This is an optimization exercise on Yosys and OpenROAD, whose aim is small area and a short achievable clock period, not a production implementation. Where RTL was checked, it was by simulation tests only, not by an equivalence proof against the original. Power and IR drop assume default switching activity.

==> run a: inputs <==
// ex2_1
module ex2_1 (
  input               clk, rst, validi,
  input        [31:0] data_in,
  output logic        valido,
  output logic [31:0] data_out
);
export LEC_CHECK = 0
export CAP_MARGIN = 20
export CORE_MARGIN = 2
export CORE_UTILIZATION = 40
export SETUP_SLACK_MARGIN = 4.5
export SLEW_MARGIN = 20
export TNS_END_PERCENT = 5
create_clock -name core_clock -period 10.0 [get_ports {clk}]
run.sh (not shown) runs the stock make flow with config.mk's settings and CLKGATE_MAP_FILE= SYNTH_SCRIPT=/design/flow/synth_recipe.tcl, a recipe that flattens the netlist after the stock synthesis.
==> inputs of run b, as changes to run a <==
- CORE_UTILIZATION: 40 -> 60
- SETUP_SLACK_MARGIN: 4.5 -> 5
- TNS_END_PERCENT: 5 -> not set
==> inputs of run c, as changes to run a <==
- SETUP_SLACK_MARGIN: 4.5 -> 5
==> inputs of run d, as changes to run a <==
- SETUP_SLACK_MARGIN: 4.5 -> 5
- TNS_END_PERCENT: 5 -> not set
==> run summary <==
Synthesized cell count is the same in run b and run c.
In sequential power, run b and run d hardly differ.
Combinational power: run a is lower than run b (about 0.7%).
Against run a, the utilization of run d is higher by 1.1 points.
Against run a, the critical path depth of run b is higher by 1.
The highest cell area belongs to run d, the lowest to run a.
In flip-flop and latch count, run c and run a do not differ.
Global-route usage, highest first: run b, run d, run a, run c.
Via count: run b > run d > run c > run a.

==> inputs of run G <==
Another version of the RTL of ex2_1 (not shown whole).
export LEC_CHECK = 0
export CAP_MARGIN = 20
export CORE_MARGIN = 2
export CORE_UTILIZATION = 40
export SETUP_SLACK_MARGIN = 5
export SLEW_MARGIN = 20
create_clock -name core_clock -period 10.0 [get_ports {clk}]
==> inputs of run A, as changes to run G <==
==> flow/flow/run.sh (new file) <==
#!/bin/bash
# The standard layout (standard.sh), with repair_timing asked for a larger setup margin.
export SETUP_SLACK_MARGIN=6
bash standard.sh > standard.log 2>&1
==> flow/standard.sh (new file) <==
#!/bin/bash
# synth_recipe.tcl (not shown) runs the flow's synth.tcl, then flattens the netlist and writes it again
# the make line also repeats each setting of config.mk as NAME=value (left out here)
make -C /OpenROAD-flow-scripts/flow DESIGN_CONFIG=/design/flow/config.mk WORK_HOME=/design/flow/orfs CLKGATE_MAP_FILE= SYNTH_SCRIPT=/design/flow/synth_recipe.tcl "${@:-finish}"
- SETUP_SLACK_MARGIN: 5 -> unset
removed: flow/run.sh
==> results.toml <==
[global_routing]
grt_pass1_vias = 13500

[run_status]
outcome = "timing/DRC/antenna clean"

[drt]
vias = 12900
drt-vias-per-instance = 5.61

[cells_and_area]
num-nonclk-buffers = 203

[timing]
period_share = 0.507
(the above is from run A)
==> results.toml <==
[run_status]
outcome = "timing/DRC/antenna clean"

[timing]
period_share = 0.512

[cells_and_area]
num-nonclk-buffers = 161

[drt]
drt-vias-per-instance = 5.61
(the above is from run G)

==> wip/amber <==
Another version of the RTL of ex2_1 (not shown whole).
export LEC_CHECK = 0
export CAP_MARGIN = 20
export CORE_MARGIN = 2
export CORE_UTILIZATION = 40
export SETUP_SLACK_MARGIN = 5
export SLEW_MARGIN = 20
create_clock -name core_clock -period 10.0 [get_ports {clk}]
Stock flow here: none of the scripts above is used.
==> wip/ember: changes against wip/amber <==
Settings changed: SETUP_SLACK_MARGIN 5 to unset.
==> impl_metrics.tcl <==
set metrics [dict create \
    nClkBuffers 22 \
    cts_setup_buffers 0 \
    seq_power_share_pct 18.0 \
    maxSlewHeadroom_pct 35.0 \
    status "timing/DRC/antenna clean" \
    path_clk_slew_ns 0.07 \
    grt_use_met1_pct 31.9 \
    reg2reg_from "xa[17]$_DFF_P_" \
]
# the run above: wip/ember

==> impl_metrics.tcl <==
set metrics [dict create \
    status "timing/DRC/antenna clean" \
    reg2reg_from "two[3]$_DFF_P_" \
    synth_cell_types 61 \
    maxSlewHeadroom_pct 34.5 \
    path_clk_slew_ns 0.08 \
    cts_setup_buffers 27 \
    hold_viol_final 0 \
    nNonClkBuffers 146 \
]
# the run above: wip/amber

No functional check of the RTL was part of any run of this note.

==> 03-09: inputs <==
RTL: one of the versions met above, not the one the previous note started from.
==> flow/config.mk <==
export PLATFORM = sky130hd
export DESIGN_NAME = ex2_1
export DESIGN_NICKNAME = ex2_1
export VERILOG_FILES = /design/flow/design.v
export SDC_FILE = /design/flow/constraint.sdc
export NUM_CORES = 4
export LEC_CHECK = 0
export CAP_MARGIN = 20
export CELL_PAD_IN_SITES_DETAIL_PLACEMENT = 0
export CELL_PAD_IN_SITES_GLOBAL_PLACEMENT = 0
export CORE_MARGIN = 2
export CORE_UTILIZATION = 40
export SLEW_MARGIN = 20
export TNS_END_PERCENT = 5
==> flow/constraint.sdc <==
create_clock -name core_clock -period 10.0 [get_ports {clk}]
set_input_delay 2.0000 -clock core_clock [delete_from_list [all_inputs] [get_ports {clk}]]
set_output_delay 2.0000 -clock core_clock [all_outputs]
set_load 0.01 [all_outputs]
standard.sh (not shown) runs the stock make flow with config.mk's settings and CLKGATE_MAP_FILE= SYNTH_SCRIPT=/design/flow/synth_recipe.tcl, a recipe that flattens the netlist after the stock synthesis.
==> flow/flow/run.sh <==
#!/bin/bash
# The standard layout (standard.sh), with two changes:
#  - after the standard synthesis, fapol.py removes inverters between full-adder
#    cells by choosing the polarity each full adder computes in (a full adder is
#    self-dual); registers and everything else are left as synthesis made them;
#  - port buffers start as the smallest buffer (repair sizes them up as needed);
#  - repair_timing is asked for a larger setup margin.
set -e
NET=$PWD/orfs/results/sky130hd/ex2_1/base/1_2_yosys.v
bash standard.sh $NET > synth.log 2>&1
cp $NET 1_2_yosys.orig.v
python3 flow/fapol.py 1_2_yosys.orig.v $NET > fapol.log 2>&1
export SETUP_SLACK_MARGIN=5.5
export BUFFER_PORTS_ARGS="-buffer_cell sky130_fd_sc_hd__buf_1"
bash standard.sh > standard.log 2>&1
Other scripts of this flow, unchanged in this note and not shown: flow/flow/fapol.py
==> 09-21: changes against 03-09 <==
--- a/flow/flow/run.sh
+++ b/flow/flow/run.sh
@@ -4,5 +4,4 @@
 #    cells by choosing the polarity each full adder computes in (a full adder is
 #    self-dual); registers and everything else are left as synthesis made them;
-#  - port buffers start as the smallest buffer (repair sizes them up as needed);
 #  - repair_timing is asked for a larger setup margin.
 set -e
@@ -12,4 +11,3 @@
 python3 flow/fapol.py 1_2_yosys.orig.v $NET > fapol.log 2>&1
 export SETUP_SLACK_MARGIN=5.5
-export BUFFER_PORTS_ARGS="-buffer_cell sky130_fd_sc_hd__buf_1"
 bash standard.sh > standard.log 2>&1
- CELL_PAD_IN_SITES_DETAIL_PLACEMENT: 0 -> unset
- CELL_PAD_IN_SITES_GLOBAL_PLACEMENT: 0 -> unset
==> 06-16: changes against 03-09 <==
--- a/flow/flow/run.sh
+++ b/flow/flow/run.sh
@@ -12,4 +12,4 @@
 python3 flow/fapol.py 1_2_yosys.orig.v $NET > fapol.log 2>&1
 export SETUP_SLACK_MARGIN=5.5
-export BUFFER_PORTS_ARGS="-buffer_cell sky130_fd_sc_hd__buf_1"
+export BUFFER_PORTS_ARGS="-buffer_cell sky130_fd_sc_hd__buf_2"
 bash standard.sh > standard.log 2>&1
- CELL_PAD_IN_SITES_DETAIL_PLACEMENT: 0 -> unset
- CELL_PAD_IN_SITES_GLOBAL_PLACEMENT: 0 -> unset
==> 11-07: changes against 03-09 <==
--- a/flow/flow/run.sh
+++ b/flow/flow/run.sh
@@ -11,5 +11,5 @@
 cp $NET 1_2_yosys.orig.v
 python3 flow/fapol.py 1_2_yosys.orig.v $NET > fapol.log 2>&1
-export SETUP_SLACK_MARGIN=5.5
+export SETUP_SLACK_MARGIN=5.2
 export BUFFER_PORTS_ARGS="-buffer_cell sky130_fd_sc_hd__buf_1"
 bash standard.sh > standard.log 2>&1
- CELL_PAD_IN_SITES_DETAIL_PLACEMENT: 0 -> unset
- CELL_PAD_IN_SITES_GLOBAL_PLACEMENT: 0 -> unset
- TNS_END_PERCENT: 5 -> 20
==> run summary <==
In synthesized area, 09-21 and 06-16 do not differ.
Register-to-register slack, highest first: 11-07, 03-09, 09-21, 06-16.
Against 09-21, the clock-buffer cell count of 11-07 is lower by 2.
In die area, 06-16 and 03-09 do not differ.
Between 06-16 and 03-09, the lower non-clock buffer count is in 06-16 (gap 11).
Of 09-21 and 06-16, 09-21 has the higher cell count (gap 0.57%, measured against 06-16).
Of 03-09 and 11-07, 03-09 has the higher hold slack (gap 0.0047 ns).
Flip-flop and latch count is the same in 11-07 and 09-21.

## afterwards: timing with drivers on the ports
No port has a modelled driver above. Below, the same layouts with a new extraction and two added sets of constraints.
Step 1, drivers: a clkbuf_16 drives clk and a buf_2 each remaining input, both assumed.
Step 2 also shifts input and output timing later by t, the mid clock arrival at the registers, as if the neighbouring blocks saw the same clock.
Three values: ideal, step 1, step 2; two values: the first two.
| run | shift t [ns] | slack for setup (ns) | cell pins on the clock port's net |
|---|---|---|---|
| run a of note 1 | 0.503 | 4.292 / 4.237 / 4.573 | 1 |
| run b of note 1 | 0.481 | 4.743 / 4.694 / 4.685 | 1 |
| run c of note 1 | 0.503 | 4.748 / 4.696 / 4.584 | 1 |
| run d of note 1 | 0.504 | 4.763 / 4.711 / 4.648 | 1 |
| run G of note 2 | 0.510 | 4.880 / 4.823 / 4.838 | 1 |
| run A of note 2 | 0.511 | 4.928 / 4.870 / 5.073 | 1 |
| wip/amber | 0.512 | 4.586 / 4.531 / 4.645 | 1 |
| wip/ember | 0.515 | 3.163 / 3.112 / 3.627 | 1 |
| 03-09 | 0.502 | 4.882 / 4.828 / 5.075 | 1 |
| 09-21 | 0.496 | 4.796 / 4.743 / 4.759 | 1 |
| 06-16 | 0.502 | 4.913 / 4.860 / 4.921 | 1 |
| 11-07 | 0.503 | 4.842 / 4.790 / 4.840 | 1 |
After both steps every run listed still meets setup and hold. The setup slack of run c of note 1, which loses most, moves by -0.052 ns with the drivers and by -0.164 ns with both steps.
